Source: an optimization exercise on an open RTL-to-GDS flow (aim: small area). Production flows keep margins and buffers that such runs may drop.
Where RTL was checked, it was by simulation tests only, not by an equivalence proof against the original.
No activity file was given, so power comes from the tool's default toggle rates.

## crypto_dimension
module crypto_dimension(
    input clk,
    input btns,
    input btnr,
    input btnd,
    input btnl,
    input btnu,
    input rst,
    input echo,
    input [15:0] sw,
    output led16_b,
    output led16_g,
    output led16_r,
    output led17_b,
    output led17_g,
    output led17_r,
    output trig,
    output [15:0] Led,
    output wire [7:0] seg,
    output wire [7:0] an
);
For scale: about 63 I/O pins.
export LEC_CHECK = 0
export ABC_AREA = 1
export CAP_MARGIN = 0
export CORE_MARGIN = 2
export CORE_UTILIZATION = 60
export PLACE_DENSITY = 0.72
export SLEW_MARGIN = 0
create_clock -name core_clock -period 250.0 [get_ports {clk}]
standard.sh (not shown) runs the stock make flow with config.mk's settings and CLKGATE_MAP_FILE= SYNTH_SCRIPT=/design/flow/synth_recipe.tcl, a recipe that flattens the netlist after the stock synthesis.
==> flow/flow/run.sh <==
#!/bin/bash
# Own layout flow:
#  1. the standard synthesis (standard.sh synth), unchanged;
#  2. its combinational logic mapped again for area with Yosys and ABC
#     (remap.tcl, remap.abc); every register and tie cell stays as it is;
#  3. the standard layout from floorplan to finish on that netlist, with
#     the clock tree built without dummy loads (CTS_ARGS).
# Each tool's output goes to a log file of its own in the work folder.
set -euo pipefail
WORK=$(pwd)
RES=$WORK/orfs/results/$FLOW_PLATFORM/crypto_dimension/base
PLAT=$FLOW_HOME/platforms/$FLOW_PLATFORM

bash standard.sh synth > 1_synth_standard.log 2>&1
cp "$RES/1_2_yosys.v" "$WORK/1_2_yosys_standard.v"

export REMAP_LIB=$PLAT/lib/sky130_fd_sc_hd__tt_025C_1v80.lib
export REMAP_IN=$WORK/1_2_yosys_standard.v
export REMAP_TOP=$FLOW_TOP
export REMAP_ABC=$WORK/flow/remap.abc
export REMAP_OUT=$RES/1_2_yosys.v
export REMAP_DONT_USE="$(sed -n '/DONT_USE_CELLS += /,/^$/p' "$PLAT/config.mk" | tr -d '\\' | sed 's/export DONT_USE_CELLS += //' | tr '\n' ' ')"
yosys -c flow/remap.tcl > 1_remap.log 2>&1
rm -f "$RES/1_synth.odb" "$RES/1_synth.sdc"

# plain buffers on the ports (the delay cells the default picks are larger)
export BUFFER_PORTS_ARGS="-buffer_cell sky130_fd_sc_hd__buf_1"
export CTS_ARGS="-sink_clustering_enable -repair_clock_nets -sink_clustering_size 22 -sink_clustering_max_diameter 55 -buf_list sky130_fd_sc_hd__clkbuf_8 -dont_use_dummy_load"
bash standard.sh > 2_layout.log 2>&1
==> flow/flow/remap.abc <==
strash
&get -n
&fraig -x
&put
dch -f
amap
mfs2
strash
dch -f
amap
topo
Other scripts of this flow, unchanged in this note and not shown: flow/flow/remap.tcl
The starting point passed the timing, DRC and antenna checks.
Then changed:
--- a/flow/flow/run.sh
+++ b/flow/flow/run.sh
@@ -28 +28 @@
-export CTS_ARGS="-sink_clustering_enable -repair_clock_nets -sink_clustering_size 22 -sink_clustering_max_diameter 55 -buf_list sky130_fd_sc_hd__clkbuf_8 -dont_use_dummy_load"
+export CTS_ARGS="-sink_clustering_enable -repair_clock_nets -sink_clustering_size 21 -sink_clustering_max_diameter 55 -buf_list sky130_fd_sc_hd__clkbuf_8 -dont_use_dummy_load"
==> flow/flow/remap.abc (replaced) <==
strash
&get -n
&deepsyn -T 120
&put
dch -f
amap -m -F 4 -A 8
mfs2
strash
dch -f
amap -m -F 4 -A 8
topo
Outcome:
- combinational power went up by 8.8%
- worst hold slack is worse by 0.0075 ns
- cell count went down by 3.3%
- maximum frequency is about the same
- synthesized area went down by about 1.3%
- die area went down by about 1.3%
- total power went up by 0.74%
- utilization went down by 0.42 points
- clock skew went up by 0.0042 ns
- design area went down by 1.2%


## the baseline
crypto_dimension, a different RTL version from the one above (not shown whole).
Size in the first run: roughly 63 I/O pins.
==> flow/config.mk <==
export PLATFORM = sky130hd
export DESIGN_NAME = crypto_dimension
export DESIGN_NICKNAME = crypto_dimension
export VERILOG_FILES = /design/flow/design.v
export SDC_FILE = /design/flow/constraint.sdc
export NUM_CORES = 8
export LEC_CHECK = 0
export ABC_AREA = 1
export CAP_MARGIN = 0
export CORE_MARGIN = 2
export CORE_UTILIZATION = 60
export PLACE_DENSITY = 0.72
export SLEW_MARGIN = 0
==> flow/constraint.sdc <==
create_clock -name core_clock -period 250.0 [get_ports {clk}]
set_input_delay 50.0000 -clock core_clock [delete_from_list [all_inputs] [get_ports {clk}]]
set_output_delay 50.0000 -clock core_clock [all_outputs]
set_load 0.01 [all_outputs]
==> flow/flow/run.sh <==
#!/bin/bash
# Own layout flow:
#  1. the standard synthesis (standard.sh synth), unchanged;
#  2. its combinational logic mapped again for area with Yosys and ABC
#     (remap.tcl, remap.abc); every register and tie cell stays as it is;
#  3. the standard layout from floorplan to finish on that netlist, with
#     the clock tree built without dummy loads (CTS_ARGS).
# Each tool's output goes to a log file of its own in the work folder.
set -euo pipefail
WORK=$(pwd)
RES=$WORK/orfs/results/$FLOW_PLATFORM/crypto_dimension/base
PLAT=$FLOW_HOME/platforms/$FLOW_PLATFORM

bash standard.sh synth > 1_synth_standard.log 2>&1
cp "$RES/1_2_yosys.v" "$WORK/1_2_yosys_standard.v"

export REMAP_LIB=$PLAT/lib/sky130_fd_sc_hd__tt_025C_1v80.lib
export REMAP_IN=$WORK/1_2_yosys_standard.v
export REMAP_TOP=$FLOW_TOP
export REMAP_ABC=$WORK/flow/remap.abc
export REMAP_OUT=$RES/1_2_yosys.v
export REMAP_DONT_USE="$(sed -n '/DONT_USE_CELLS += /,/^$/p' "$PLAT/config.mk" | tr -d '\\' | sed 's/export DONT_USE_CELLS += //' | tr '\n' ' ')"
yosys -c flow/remap.tcl > 1_remap.log 2>&1
rm -f "$RES/1_synth.odb" "$RES/1_synth.sdc"

# plain buffers on the ports (the delay cells the default picks are larger)
export BUFFER_PORTS_ARGS="-buffer_cell sky130_fd_sc_hd__buf_1"
export CTS_ARGS="-sink_clustering_enable -repair_clock_nets -sink_clustering_size 20 -sink_clustering_max_diameter 50 -buf_list sky130_fd_sc_hd__clkbuf_8 -dont_use_dummy_load"
bash standard.sh > 2_layout.log 2>&1
Other scripts of this flow, unchanged in this note and not shown: flow/flow/remap.abc, flow/flow/remap.tcl
The baseline has completed all stages; timing, DRC and antenna checks passed.
Input changes introduced in the candidate (baseline for comparison: the baseline):
# the baseline
export LEC_CHECK = 0
export ABC_AREA = 1
export CAP_MARGIN = 0
export CORE_MARGIN = 2
export CORE_UTILIZATION = 60
export PLACE_DENSITY = 0.72
export SLEW_MARGIN = 0
create_clock -name core_clock -period 250.0 [get_ports {clk}]
# the candidate
export LEC_CHECK = 0
export ABC_AREA = 1
export CAP_MARGIN = 0
export CORE_MARGIN = 2
export CORE_UTILIZATION = 40
export SLEW_MARGIN = 0
create_clock -name core_clock -period 250.0 [get_ports {clk}]
Results
Summary: with the baseline as the reference, routed via count in the candidate moved down slightly.
Between the baseline and the candidate, the difference in fmax is negligible.
Changes observed in the candidate relative to the baseline: final worst-path setup slack has increased, post-CTS repair timing setup buffer count has remained practically unchanged.
The baseline → the candidate: max-cap check violation count stayed essentially flat, full die area picked up an extra 49%.
Function was not checked in any run of this note: the RTL went through the layout flow alone.

-- separate check: timing with driven ports --
How much do the figures lean on ideal ports? The routed layouts below were timed once more, with nothing changed but the port constraints. Step 1 (the two cells are an assumption about what drives the block):
set clk [get_ports {clk}]
set_driving_cell -lib_cell sky130_fd_sc_hd__clkbuf_16 $clk
set_driving_cell -lib_cell sky130_fd_sc_hd__buf_2 [delete_from_list [all_inputs] $clk]
Step 2 moves the port delays by t, midway between the first and last clock arrival at a register: inputs arrive t later, outputs are due t later. That takes back most of the time a late clock gives input paths. a / b / c = ideal ports / drivers / drivers and shift; a / b = the first two.
| run | shift t [ns] | slack for setup (ns) | worst data-port slew with drivers (ns) |
|---|---|---|---|
| the first run of note 1 | 0.859 | 149.512 / 149.487 / 149.487 | 0.04 |
| the second run of note 1 | 0.881 | 149.398 / 149.363 / 149.363 | 0.05 |
| the baseline | 0.871 | 149.361 / 149.335 / 149.335 | 0.04 |
| the candidate | 0.901 | 149.411 / 149.358 / 149.358 | 0.09 |
After both steps setup and hold are still met in every run listed. The setup slack of the candidate, which loses most, moves by -0.053 ns with the drivers and by -0.053 ns with both steps.
